This design comes from an exercise in tuning for small area on the open sky130 flow, not from production work.
Function was checked by simulation only, so behaviour that the tests miss may differ from the original.
Power is estimated from default activity; no workload was simulated.

==> flow/design.v <==
module simple_encrypt(
    input [127:0] plain_data,      
    input [127:0] key,            
    output [127:0] encrypted_data  
);
assign encrypted_data = plain_data ^ key;
endmodule
module simple_decrypt(
    input [127:0] encrypted_data,  
    input [127:0] key,            
    output [127:0] plain_data     
);
assign plain_data = encrypted_data ^ key;
endmodule
`timescale 1ns / 1ps
module simple_fifo_128(
    input              clk,
    input              rst_n,            
    input      [127:0]   data_in,
    input              wr_en,
    input              rd_en,
    output             full_o,
    output             emty_o,
    output reg [127:0]   data_out
);
    parameter DEPTH = 8;                 
    reg [127:0] mem [0:DEPTH-1];           
    reg [2:0] wr_ptr;                    
    reg [2:0] rd_ptr;                    
    reg [3:0] count;                     
    assign full_o = (count == DEPTH);
    assign emty_o = (count == 0);
    always @(posedge clk or negedge rst_n) begin
        if (!rst_n) begin
            wr_ptr <= 3'd0;
        end else if (wr_en && !full_o) begin
            mem[wr_ptr] <= data_in;
            wr_ptr      <= wr_ptr + 3'd1;
        end
    end
    always @(posedge clk or negedge rst_n) begin
        if (!rst_n) begin
            rd_ptr   <= 3'd0;
            data_out <= 8'd0;
        end else if (rd_en && !emty_o) begin
            data_out <= mem[rd_ptr];
            rd_ptr   <= rd_ptr + 3'd1;
        end
    end
    always @(posedge clk or negedge rst_n) begin
        if (!rst_n) begin
            count <= 4'd0;
        end else begin
            case ({wr_en && !full_o, rd_en && !emty_o})
                2'b10: count <= count + 4'd1;    
                2'b01: count <= count - 4'd1;    
                default: count <= count;         
            endcase
        end
    end
endmodule
`timescale 1ns/1ps
module beginner_encrypted_fifo (
    input              clk,
    input              rst_n,            
    input      [127:0] secret_key,
    input      [127:0] plain_data_in,
    input              wr_en,
    output             full_o,           
    input              rd_en,
    output     [127:0] plain_data_out,
    output             empty_o           
);
    wire [127:0] encrypted_data;   
    wire [127:0] stored_data;      
    simple_encrypt u_encrypt (
        .plain_data     (plain_data_in),
        .key            (secret_key),
        .encrypted_data (encrypted_data)
    );
    simple_fifo_128 u_fifo (
        .clk      (clk),
        .rst_n    (rst_n),
        .data_in  (encrypted_data),
        .wr_en    (wr_en),           
        .rd_en    (rd_en),           
        .data_out (stored_data),
        .full_o   (full_o),
        .emty_o   (empty_o)
    );
    simple_decrypt u_decrypt (
        .encrypted_data (stored_data),
        .key            (secret_key),
        .plain_data     (plain_data_out)
    );
endmodule
==> flow/run.sh <==
#!/bin/bash
# synth_recipe.tcl (not shown) runs the flow's synth.tcl, then flattens the netlist and writes it again
# the make line also repeats each setting of config.mk as NAME=value (left out here)
make -C /OpenROAD-flow-scripts/flow DESIGN_CONFIG=/design/flow/config.mk WORK_HOME=/design/flow/orfs CLKGATE_MAP_FILE= SYNTH_SCRIPT=/design/flow/synth_recipe.tcl finish
==> flow/config.mk <==
export PLATFORM = sky130hd
export DESIGN_NAME = beginner_encrypted_fifo
export DESIGN_NICKNAME = beginner_encrypted_fifo
export VERILOG_FILES = /design/flow/design.v
export SDC_FILE = /design/flow/constraint.sdc
export NUM_CORES = 4
export LEC_CHECK = 0
export CAP_MARGIN = 20
export CORE_MARGIN = 2
export CORE_UTILIZATION = 50
export SLEW_MARGIN = 20
==> flow/constraint.sdc <==
create_clock -name core_clock -period 5.0 [get_ports {clk}]
set_input_delay 1.0000 -clock core_clock [delete_from_list [all_inputs] [get_ports {clk}]]
set_output_delay 1.0000 -clock core_clock [all_outputs]
set_load 0.01 [all_outputs]
==> run summary, run 1 <==
- Outcome: complete, no violations
- Leak Pwr: 18.35 nW
- RSZ-0062 raised after global routing: no
- Minimum clock period: 3.716 ns
- Critical path, cell by cell: clkdlybuf4s50_1 -> xor2_1 -> clkdlybuf4s50_1
- Dpl ws: 1.257 ns
- Most frequent cell on the critical path: clkdlybuf4s50_1
- Net Count, Synth: 3001
- Final cycle utilization of the critical path: 74.32%
- Worst vdd ir: 0.6111 mV
- Antenna diodes: 0
- GRT overflow: 0
- Post-DP HPWL: 59200 microns
- Largest net degree at the start of global routing: 159
- Worst path max stage delay: 0.64 ns
- Clock Skews: 0.02751 ns
- Fin Setup TNS: 0 ns
- CP Launch Type: primary input
- Die height: 304.6 microns
- Max Slew Vio Count: 0
- Pwr Density: 570.4 mW/mm^2
- Clock sinks: 1162
- #FFs+latches synth: 1162
- CTS tree: yes
- Critical path's slowest cell: clkdlybuf4s50_1
- Top cell type's share of synthesized area: 68.08%
- I/O pin count: 390
- Initial Utilization: 50.33%
- Crit path kind: in -> out
- Post-CTS Resized: 0
- Worst Slack Setup Final: 1.284 ns
- Fillers: 6656
- Final hold violation count: 0
- Syn Inst Count: 2725
- Synth area leaders: edfxtp_1 (68%), dfrtp_1 (7.6%), xor2_1 (5.0%)
- Total Power: 30.99 mW
- Post-CTS Setup Bufs: 0
- Detailed-route DRC error count: 0
- Max cap viols: 0
- Slew HR: 27.35%
- P&R area growth vs syn: 20.30%
- Worst Hold Class: in -> async
- Final setup violation count: 0
- DR pass1 iterations: 8
- Clock Latency Late Sink: 0.67 ns
- # hold bufs at CTS: 0
- Final Util: 60.55%
- Synth unique cells: 40
- Avg Inst Size Synth: 16.58 sq um
- Final nets: 3383
- Row cnt: 110
- Post-route antenna net violation count: 0
- H-Tree Depth: 3
- Layout cells sized above 1: 10.73%
- Final wirelength: 112900 microns
- First-pass GRT wire length: 168800 microns
- Chip Width: 304.6 microns
- Post-synthesis sequential area ratio: 75.73%
- Post-synthesis cell area: 0.04517 sq mm
- Worst Path Buf+Inv: 2
- Number of I/O port buffers: 389
- Crit path DAT: 2.72 ns
- Top delay family on crit path: buffers and inverters
- Vias: 26280
- 1st-iter DRT viols: 2457
- F_max: 269.1 MHz
- Worst Setup End Kind: output pin
- Number of global-route vias before repair: 27180
- Worst path required time: 4.00 ns
- CTS Buffer Depth: 3
- Core area: 0.08974 sq mm
- Clk root buf: clkbuf_16
- Initial antenna violation count: 0
- Die area: 0.09275 sq mm
- Post-DR wirelength/cell: 25.75 microns
- YS warnings: 2
- Worst-path clk slew: 0.06 ns
- All-Layer GR Usage: 24.04%
- Synth area leader: edfxtp_1
- Via density: 5.995
- Slew @ Worst Pin: 1.086 ns
- CP max FO: 2
- Final RePlAce weighted congestion: 0.7450
- CTS Buf Count: 116
## power breakdown
| part | leakage, nW | switching [mW] | internal, mW |
|---|---|---|---|
| Combinational | 5.54 | 5.76 | 3.89 |
| Sequential | 10.9 | 0.754 | 12.0 |
| Clock | 1.88 | 3.52 | 5.11 |
## path summary, 6_finish.rpt
check                                    startpoint                   to  slack, ns  depth (start not counted)
min in group core_clock         u_fifo.data_out[81]  u_fifo.data_out[81]       0.50                          2
worst max-delay path                 secret_key[56]   plain_data_out[56]       1.28                          3
worst max register to register     u_fifo.rd_ptr[2]   u_fifo.data_out[1]       1.66                          6
worst min register to register  u_fifo.data_out[81]  u_fifo.data_out[81]       0.50                          2
worst min-delay path                          rst_n  u_fifo.data_out[19]       0.24                          1
max in group asynchronous                     rst_n  u_fifo.data_out[66]       2.92                          4
## metrics by stage
step | cell area, sq um | cells | hold WS (ns)
CTS | 54340 | 4383 | 0.2198
floorplan | 45170 | 2725 | 0.4689
finish | 54340 | 4383 | 0.2406
detailed placement | 50520 | 4165 | 0.4898
global route | 54340 | 4383 | 0.2406
global placement | 50520 | 4165 | 0.4862
## cell type report
cell class | instances | area, sq um | area share (%)
clock buffer | 166 | 3282 | 6.040
inverter | 13 | 51.30 | 0.09441
tap | 1176 | 1471 | 2.708
clock inverter | 52 | 536.8 | 0.9879
multi-input combinational | 1376 | 10220 | 18.82
timing repair buffer | 438 | 4563 | 8.398
sequential | 1162 | 34210 | 62.95
## flip-flops by register name, summed over array words and instances, names as in the netlist
register         flops
u_fifo.mem        1024
u_fifo.rd_ptr        3
u_fifo.data_out    128
u_fifo.wr_ptr        3
u_fifo.count         4
## cells in the final DEF, fill, tap and decap left out, types with 12 or more instances in the layout
cell type	count
clkbuf_8	17
a22oi_1	112
mux2_2	90
clkbuf_1	32
buf_4	25
and3_1	37
a22o_1	85
xor2_1	257
clkinv_2	21
a221oi_1	43
o21ai_0	187
dfrtp_1	137
inv_1	12
nand2_1	136
clkinv_1	14
nor2_1	32
a222oi_1	80
a221o_1	48
nor3b_1	44
nor3_1	34
o21ai_1	77
buf_12	24
edfxtp_1	1024
a21oi_1	44
clkbuf_16	117
clkdlybuf4s50_1	388
## cells by family after synthesis
family	share of synthesized area [%]
muxes	2.560
xor gates and xnor gates	5.042
adders and majority gates	0.4598
buffers and inverters	1.928
AOI/OAI and AO/OA	10.95
DFF	75.73
and+or+nand+nor	3.335
## cell usage after synthesis
master	instances
a211oi_1	11
a211oi_2	5
a21boi_1	1
a21oi_1	44
a221o_1	48
a221oi_1	43
a222oi_1	80
a22o_1	85
a22oi_1	112
and2_1	4
and3_1	45
buf_1	6
buf_2	60
buf_4	5
buf_6	10
clkbuf_1	93
dfrtp_1	138
edfxtp_1	1024
fa_1	1
ha_1	15
inv_1	12
inv_2	1
mux2_1	6
mux2_2	90
mux2_4	5
nand2_1	137
nand2b_1	2
nand4b_1	1
nor2_1	32
nor2b_1	2
nor3_1	34
nor3b_1	44
nor4_1	2
nor4_2	1
o21ai_0	187
o21ai_1	77
o311ai_0	1
or3_1	1
xnor2_1	3
xor2_1	257
## routing by layer
layer	vias to the layer above	global-route usage, %	wire length [microns]
li1	11540	-	-
met5	-	0	0
met3	150	2.976	6552
met2	965	40.38	55720
met1	13620	33.90	48440
met4	0	5.365	2159
==> run 2: changes to the inputs <==
--- a/flow/design.v
+++ b/flow/design.v
@@ -18,3 +18,3 @@
     input              rst_n,            
-    input      [127:0]   data_in,
+    input      [127:0] data_in,
     input              wr_en,
@@ -23,39 +23,50 @@
     output             emty_o,
-    output reg [127:0]   data_out
+    output     [127:0] data_out
 );
-    parameter DEPTH = 8;                 
-    reg [127:0] mem [0:DEPTH-1];           
-    reg [2:0] wr_ptr;                    
-    reg [2:0] rd_ptr;                    
-    reg [3:0] count;                     
-    assign full_o = (count == DEPTH);
-    assign emty_o = (count == 0);
+    reg [2:0] wr_ptr;
+    reg [2:0] rd_ptr;
+    reg       full_q;
+    reg       empty_q;
+    assign full_o = full_q;
+    assign emty_o = empty_q;
+    wire wr_acc = wr_en & ~full_q;
+    wire rd_acc = rd_en & ~empty_q;
+    wire [2:0] wr_ptr_inc = wr_ptr + 3'd1;
+    wire [2:0] rd_ptr_inc = rd_ptr + 3'd1;
     always @(posedge clk or negedge rst_n) begin
         if (!rst_n) begin
-            wr_ptr <= 3'd0;
-        end else if (wr_en && !full_o) begin
-            mem[wr_ptr] <= data_in;
-            wr_ptr      <= wr_ptr + 3'd1;
+            wr_ptr  <= 3'd0;
+            rd_ptr  <= 3'd0;
+            full_q  <= 1'b0;
+            empty_q <= 1'b1;
+        end else begin
+            if (wr_acc) wr_ptr <= wr_ptr_inc;
+            if (rd_acc) rd_ptr <= rd_ptr_inc;
+            if (wr_acc & ~rd_acc) begin
+                empty_q <= 1'b0;
+                full_q  <= (wr_ptr_inc == rd_ptr);
+            end else if (rd_acc & ~wr_acc) begin
+                full_q  <= 1'b0;
+                empty_q <= (rd_ptr_inc == wr_ptr);
+            end
         end
     end
-    always @(posedge clk or negedge rst_n) begin
-        if (!rst_n) begin
-            rd_ptr   <= 3'd0;
-            data_out <= 8'd0;
-        end else if (rd_en && !emty_o) begin
-            data_out <= mem[rd_ptr];
-            rd_ptr   <= rd_ptr + 3'd1;
+    reg  [127:0] rd_or;
+    wire [127:0] row_q [0:7];
+    genvar i;
+    generate
+        for (i = 0; i < 8; i = i + 1) begin : g_row
+            reg [127:0] q;
+            always @(posedge clk)
+                if (wr_acc && wr_ptr == i) q <= data_in;
+            assign row_q[i] = q;
         end
+    endgenerate
+    integer j;
+    always @* begin
+        rd_or = 128'd0;
+        for (j = 0; j < 8; j = j + 1)
+            rd_or = rd_or | ({128{rd_ptr == ((j + 1) % 8)}} & row_q[j]);
     end
-    always @(posedge clk or negedge rst_n) begin
-        if (!rst_n) begin
-            count <= 4'd0;
-        end else begin
-            case ({wr_en && !full_o, rd_en && !emty_o})
-                2'b10: count <= count + 4'd1;    
-                2'b01: count <= count - 4'd1;    
-                default: count <= count;         
-            endcase
-        end
-    end
+    assign data_out = rd_or;
 endmodule
==> run summary, run 2 <==
- Clk root buf: clkbuf_16 (unchanged)
- Final setup violation count: 0 (unchanged)
- Antenna diodes: 0 (unchanged)
- Outcome: complete, no violations (unchanged)
- All-Layer GR Usage: 23.45% (was 24.04%)
- Syn Inst Count: 2098 (was 2725)
- Fin Setup TNS: 0 ns (unchanged)
- Max Slew Vio Count: 0 (unchanged)
- Vias: 22160 (was 26280)
- Initial Utilization: 50.53% (was 50.33%)
- CTS Buf Count: 101 (was 116)
- GRT overflow: 0 (unchanged)
- Die area: 0.08067 sq mm (was 0.09275 sq mm)
- 1st-iter DRT viols: 2922 (was 2457)
- Top reg by flops: u_fifo.g_row.q (was u_fifo.mem)
- Synth area leader: edfxtp_1 (unchanged)
- Grt met3 use: 3.850% (was 2.976%)
- Worst path required time: 4.00 ns (about the same)
- CP max FO: 24 (was 2)
- Clock Skews: 0.009660 ns (was 0.02751 ns)
- Top cell type's share of synthesized area: 78.43% (was 68.08%)
- Final nets: 2786 (was 3383)
- Final hold violation count: 0 (unchanged)
- Crit path kind: reg -> out (was in -> out)
- Final RePlAce weighted congestion: 0.7495 (was 0.7450)
- First-pass GRT wire length: 142800 microns (was 168800 microns)
- Largest family of logic cells by synthesized area: compound AO/OA/AOI/OAI gates (unchanged)
- Met1 usage: 32.48% (was 33.90%)
- Row cnt: 102 (was 110)
- DR pass1 iterations: 7 (was 8)
- Dpl ws: 0.6701 ns (was 1.257 ns)
- Post-synth top cells: edfxtp_1 (1024), xor2_1 (257), a222oi_1 (224) (was edfxtp_1 (1024), xor2_1 (257), o21ai_0 (187))
- Clock sinks: 1032 (was 1162)
- Minimum clock period: 4.843 ns (was 3.716 ns)
- Chip Width: 284.0 microns (was 304.6 microns)
- Clock Latency Late Sink: 0.64 ns (was 0.67 ns)
- Grt met2 use: 39.25% (was 40.38%)
- Max reg flops: 1024 (unchanged)
- Count leader, synth: edfxtp_1 (unchanged)
- Leak Pwr: 15.34 nW (was 18.35 nW)
- Slew HR: 33.22% (was 27.35%)
- Multiplexer share of the synthesized area: 1.120% (was 2.560%)
- Fin area: 0.04780 sq mm (was 0.05434 sq mm)
- Synth unique cells: 31 (was 40)
- Critical path's slowest cell: a222oi_1 (was clkdlybuf4s50_1)
- Total Power: 28.92 mW (was 30.99 mW)
- F_max: 206.5 MHz (was 269.1 MHz)
- Worst Path Buf+Inv: 3 (was 2)
- Max cap viols: 0 (unchanged)
- #FFs+latches synth: 1032 (was 1162)
- Post-Place Cell Area: 0.04463 sq mm (was 0.05052 sq mm)
- GR peak layer: met2 (unchanged)
- Async SR Flop Fraction: 0.7752% (was 11.88%)
- Leading registers by flop count: u_fifo.g_row.q: 1024 flops, u_fifo.rd_ptr: 3 flops, u_fifo.wr_ptr: 3 flops (was u_fifo.mem: 1024 flops, u_fifo.data_out: 128 flops, u_fifo.count: 4 flops)
- Top delay family on crit path: compound AO/OA/AOI/OAI gates (was buffers and inverters)
- Critical path, cell by cell: inv_1 -> ha_4 -> buf_4 -> a222oi_1 -> nand2_1 -> a222oi_1 -> xnor2_1 -> clkdlybuf4s50_1 (was clkdlybuf4s50_1 -> xor2_1 -> clkdlybuf4s50_1)
- Post-route antenna net violation count: 0 (unchanged)
- Core area: 0.07759 sq mm (was 0.08974 sq mm)
- CTS tree: yes (unchanged)
- Worst Setup End Kind: output pin (unchanged)
- Simple-Gate Fraction of Synth Area: 1.570% (was 3.335%)
- CP Launch Type: flop (was primary input)
- P&R area growth vs syn: 21.91% (was 20.30%)
- EDFF count, synth: 1024 (unchanged)
- R2r startpoint: u_fifo.full_q (was u_fifo.rd_ptr[2])
- CTS Buffer Depth: 3 (unchanged)
- Worst Slack Setup Final: 0.1573 ns (was 1.284 ns)
- Worst Setup SP: u_fifo.rd_ptr[1] (was secret_key[56])
- YS warnings: 1 (was 2)
- Avg Inst Size Synth: 18.69 sq um (was 16.58 sq um)
- Post-DR wirelength/cell: 26.61 microns (was 25.75 microns)
- Final cycle utilization of the critical path: 96.85% (was 74.32%)
- Detailed-route DRC error count: 0 (unchanged)
- I/O pin count: 390 (unchanged)
- Predominant post-synthesis flop cell: edfxtp_1 (unchanged)
- Number of global-route vias before repair: 23000 (was 27180)
- Highest-count cells in the layout ignoring fill and taps: edfxtp_1 (1024), clkdlybuf4s50_1 (389), xor2_1 (257) (was edfxtp_1 (1024), clkdlybuf4s50_1 (388), xor2_1 (257))
- Via density: 6.099 (was 5.995)
- Final wirelength: 96670 microns (was 112900 microns)
- Worst path max stage delay: 0.72 ns (was 0.64 ns)
- Compound-cell area share of the yosys netlist: 10.54% (was 10.95%)
- HP Start: u_fifo.full_q
- Initial antenna violation count: 0 (unchanged)
- Worst vdd ir: 0.3521 mV (was 0.6111 mV)
- Fraction of the mapped netlist area in adder cells: 0.4149% (was 0.4598%)
- Net Count, Synth: 2371 (was 3001)
- Layout cells sized above 1: 9.564% (was 10.73%)
- Post-DP HPWL: 51390 microns (was 59200 microns)
- Synth area leaders: edfxtp_1 (78%), xor2_1 (5.7%), a222oi_1 (5.7%) (was edfxtp_1 (68%), dfrtp_1 (7.6%), xor2_1 (5.0%))
- Most frequent cell on the critical path: a222oi_1 (was clkdlybuf4s50_1)
- Worst-path clk slew: 0.06 ns (about the same)
- Commonest non-fill, non-tap cell in the layout: edfxtp_1 (unchanged)
- Pwr Density: 605.0 mW/mm^2 (was 570.4 mW/mm^2)
- Post-synthesis sequential area ratio: 78.94% (was 75.73%)
- Number of I/O port buffers: 389 (unchanged)
- Worst Hold Class: reg -> reg (was in -> async)
- # hold bufs at CTS: 0 (unchanged)
- Crit path DAT: 3.84 ns (was 2.72 ns)
- Largest net degree at the start of global routing: 80 (was 159)
- RSZ-0062 raised after global routing: no (unchanged)
- Die height: 284.0 microns (was 304.6 microns)
- Post-synthesis cell area: 0.03921 sq mm (was 0.04517 sq mm)
- XOR/XNOR share of the synthesized area: 5.875% (was 5.042%)
- H-Tree Depth: 3 (unchanged)
- Slew @ Worst Pin: 1.002 ns (was 1.086 ns)
## run 2: where the power goes
group,switching [mW],total [mW],internal [mW]
Sequential,0.336,11.4,11.0
Clock,3.03,7.05,4.02
Combinational,6.01,10.5,4.48
Total,9.38,28.9,19.5
## run 2: area by class of cell
cell class                 instances  area, sq um
sequential                      1032        30950
fill                            5670        29790
multi-input combinational        926         7761
timing repair buffer             445         4687
clock buffer                     129         2718
tap                             1040         1301
clock inverter                    54        351.6
inverter                           7        26.28
## run 2: through the flow
stage	std cells	hold slack, ns	util [%]
global route	3633	0.6059	61.60
global placement	3446	0.5087	57.51
detailed placement	3446	0.5392	57.51
CTS	3630	0.5514	61.51
floorplan	2098	0.5219	-
finish	3633	0.5576	61.60
## run 2: final timing paths
path                                          to  slack (ns)  depth (start not counted)
hold reg to reg                    u_fifo.full_q        0.56                          2
max in group asynchronous       u_fifo.rd_ptr[2]        3.97                          1
setup / recovery             plain_data_out[115]        0.16                          8
hold / removal                     u_fifo.full_q        0.56                          2
setup reg to reg           u_fifo.g_row[4].q[41]        2.52                          4
min in group asynchronous       u_fifo.rd_ptr[2]        0.68                          1
## run 2: tightest hold or removal path, delay by kind of cell (launching register included)
family / cells / cell delay [ns]
AOI/OAI and AO/OA: 1 / 0.08
DFF: 1 / 0.38
and+or+nand+nor: 1 / 0.06
## run 2: cells by family after synthesis
| family | count (synthesis) |
|---|---|
| XOR/XNOR | 263 |
| adder cells (fa/ha/maj) | 13 |
| AND/OR/NAND/NOR | 139 |
| multiplexers | 39 |
| flip-flops | 1032 |
| AO/OA/AOI/OAI | 472 |
| buffers and inverters | 140 |
## run 2: layer usage
layer / wire (microns) / share of wire [%]
met3: 7286 / 7.5
met1: 40060 / 41
met2: 47530 / 49
met4: 1797 / 1.9
met5: 0 / 0
## run 2: timing repair
action / 4_1_cts / 5_1_grt
pin swaps: 2 / 2
buffers inserted: 1 / 3
cloned: 0 / 0
setup endpoints to repair: 3 / 9
gates resized for setup: 1 / 1

[separate check: timing with driven ports]
The results above use ideal ports. As a check the final layouts listed here were re-extracted and re-timed, cells and wires unchanged.
Step 1 (the two cells are an assumption about what drives the block):
set clk [get_ports {clk}]
set_driving_cell -lib_cell sky130_fd_sc_hd__clkbuf_16 $clk
set_driving_cell -lib_cell sky130_fd_sc_hd__buf_2 [delete_from_list [all_inputs] $clk]
Step 2 adds t to the input delays and takes it off the output delays; t is the mean of the earliest and latest rising clock arrival at the registers after step 1. Input paths then give back, and output paths get back, about the clock's delay inside the block.
Slacks: no drivers / after step 1 / after step 2; pairs: no drivers / after step 1.
| run | t, ns | setup slack, ns | worst slew at a driven data input, ns |
|---|---|---|---|
| run 1 | 0.732 | 1.284 / 1.256 / 1.245 | 0.04 |
| run 2 | 0.696 | 0.157 / 0.094 / 0.790 | 0.13 |
After both steps setup and hold are still met in every run listed. For run 1, which loses most, drivers alone change the setup slack by -0.028 ns; drivers and shift together by -0.039 ns.
